From an optimization exercise on the open Yosys and OpenROAD flow, aimed at small area and few clock cycles; shortcuts taken in it are not production practice. Only simulation tests tie the RTL to the original design; equivalence was not proved. No activity file was given, so power comes from the tool's default toggle rates.

Design krnl_vadd_rtl, start of the top module:
module krnl_vadd_rtl #( 
  parameter integer  C_S_AXI_CONTROL_DATA_WIDTH = 32,
  parameter integer  C_S_AXI_CONTROL_ADDR_WIDTH = 6,
  parameter integer  C_M_AXI_GMEM_ID_WIDTH = 1,
  parameter integer  C_M_AXI_GMEM_ADDR_WIDTH = 64,
  parameter integer  C_M_AXI_GMEM_DATA_WIDTH = 32
)
(
  input  wire  ap_clk,
  input  wire  ap_rst_n,
  output wire                                 m_axi_gmem_AWVALID,
  input  wire                                 m_axi_gmem_AWREADY,
  output wire [C_M_AXI_GMEM_ADDR_WIDTH-1:0]   m_axi_gmem_AWADDR,
  output wire [C_M_AXI_GMEM_ID_WIDTH - 1:0]   m_axi_gmem_AWID,
  output wire [7:0]                           m_axi_gmem_AWLEN,
  output wire [2:0]                           m_axi_gmem_AWSIZE,
  output wire [1:0]                           m_axi_gmem_AWBURST,
  output wire [1:0]                           m_axi_gmem_AWLOCK,
  output wire [3:0]                           m_axi_gmem_AWCACHE,
  output wire [2:0]                           m_axi_gmem_AWPROT,
  output wire [3:0]                           m_axi_gmem_AWQOS,
  output wire [3:0]                           m_axi_gmem_AWREGION,
  output wire                                 m_axi_gmem_WVALID,
  input  wire                                 m_axi_gmem_WREADY,
  output wire [C_M_AXI_GMEM_DATA_WIDTH-1:0]   m_axi_gmem_WDATA,
  output wire [C_M_AXI_GMEM_DATA_WIDTH/8-1:0] m_axi_gmem_WSTRB,
  output wire                                 m_axi_gmem_WLAST,
  output wire                                 m_axi_gmem_ARVALID,
  ...
Size in the first run: roughly 1500 cells after synthesis, roughly 380 flip-flops.
clock: 8.0 ns
lec_check: 0
cap_margin: 20
core_margin: 2
core_utilization: 60
cts_buf_list: sky130_fd_sc_hd__clkbuf_16
cts_cluster_diameter: 100
cts_cluster_size: 28
place_density: 0.75
slew_margin: 20
standard.sh (not shown) runs the stock make flow with config.mk's settings and CLKGATE_MAP_FILE= SYNTH_SCRIPT=/design/flow/synth_recipe.tcl, a recipe that flattens the netlist after the stock synthesis.
==> flow/flow/run.sh <==
#!/bin/bash
# Standard layout, with the smallest buffer on every input and output port
# instead of the default port buffer cell, and one tie cell per constant
# value instead of one per constant output.
set -euo pipefail
export BUFFER_PORTS_ARGS="-buffer_cell sky130_fd_sc_hd__buf_1"
export SKIP_REPAIR_TIE_FANOUT=1
bash standard.sh BUFFER_PORTS_ARGS="$BUFFER_PORTS_ARGS" SKIP_REPAIR_TIE_FANOUT=1 finish > standard_flow.log 2>&1
The baseline finished with timing, DRC and antenna clean.
Testbench counts at the start, summed over its fixed seeds: cycles 57,712.
==> next run, changes <==
--- a/flow/design.v
+++ b/flow/design.v
@@ -420,21 +420,21 @@
 logic [17:3] ar_lo;
 logic        ar_lo_c;
 logic [63:18] ar_hi;
 assign ar_base = {ar_sel_n ? a[63:18] : b[63:18], ar_sel ? b[17:0] : a[17:0]};
 krnl_vadd_rtl_adder #(.W(15)) inst_ar_lo_add (
   .a(ar_base[17:3]), .b(ar_off), .cin(1'b0), .s(ar_lo), .cout(ar_lo_c)
 );
 krnl_vadd_rtl_incr_blk #(.W(46), .B(8)) inst_ar_hi_inc (
   .a(ar_base[63:18]), .cin(ar_lo_c), .y(ar_hi)
 );
-assign m_axi_gmem_ARADDR  = {ar_hi, ar_lo, ar_base[2:0]};
+assign m_axi_gmem_ARADDR  = {ar_hi, ar_lo, ar_base[2], 2'b00};
 assign m_axi_gmem_ARLEN   = {7'd0, ~ar_last | lm1[0]};
 assign arxfer = m_axi_gmem_ARVALID & m_axi_gmem_ARREADY;
 krnl_vadd_rtl_incr #(.W(15)) inst_ar_off_inc (.a(ar_off), .y(ar_off_inc));
 always @(posedge ap_clk) begin
   if (ap_start_pulse) begin
     ar_off  <= 15'd0;
     ar_sel   <= 1'b0;
     ar_sel_n <= 1'b1;
     ar_done  <= 1'b0;
   end
@@ -509,21 +509,21 @@
 logic [63:18] aw_hi;
 krnl_vadd_rtl_incr #(.W(8)) inst_b_cnt_inc (.a(b_cnt), .y(b_cnt_inc));
 krnl_vadd_rtl_adder #(.W(8)) inst_aw_mid_add (
   .a(c[17:10]), .b(b_cnt), .cin(1'b0), .s(aw_mid), .cout(aw_mid_c)
 );
 krnl_vadd_rtl_incr_blk #(.W(46), .B(16)) inst_aw_hi_inc (
   .a(c[63:18]), .cin(aw_mid_c), .y(aw_hi)
 );
 assign b_last = (b_cnt == lm1[15:8]);
 assign m_axi_gmem_AWVALID = running & ~aw_sent;
-assign m_axi_gmem_AWADDR  = {aw_hi, aw_mid, c[9:0]};
+assign m_axi_gmem_AWADDR  = {aw_hi, aw_mid, c[9:2], 2'b00};
 assign m_axi_gmem_AWLEN   = b_last ? lm1[7:0] : 8'hff;
 assign ap_done = running & m_axi_gmem_BVALID & b_last;
 always @(posedge ap_clk) begin
   if (ap_start_pulse) begin
     b_cnt   <= 8'd0;
     aw_sent <= 1'b0;
   end
   else begin
     if (m_axi_gmem_AWVALID & m_axi_gmem_AWREADY)
       aw_sent <= 1'b1;
Result:
- The changed run went through all stages and came out clean
- wire length climbs slightly
- total power climbs slightly
- sequential share of layout area drops by 0.15 points
- synthesized area barely changes
- die area barely changes
- cell area barely changes
- count of clock-buffer cells in the layout climbs by 1
- sequential power barely changes
- critical path depth climbs by 1
- first-iteration DRC count climbs by a little under a tenth
Testbench counts after the change, summed over its fixed seeds: cycles 57,712.

## re-timing with driven ports
Ports are ideal in the flow. The routed layouts listed here were re-timed in OpenROAD. Step 1: set_driving_cell puts a clkbuf_16 on ap_clk and a buf_2 on each other input, an assumption about the parent block. Step 2 moves the port delays by t, midway between the first and last clock arrival at a register: inputs arrive t later, outputs are due t later. That takes back most of the time a late clock gives input paths. Three values: no drivers, after step 1, after step 2; two values: the first two.
run | t, ns | setup WS [ns] | hold slack, ns | clock arrival spread, ns | cell pins on the clock port's net
the first run | 0.569 | 0.364 / 0.315 / 0.884 | 0.487 / 0.487 / 0.487 | 0.026 / 0.026 | 1
the second run | 0.571 | 0.375 / 0.322 / 0.893 | 0.491 / 0.491 / 0.491 | 0.014 / 0.015 | 1
After both steps every run listed still meets setup and hold.
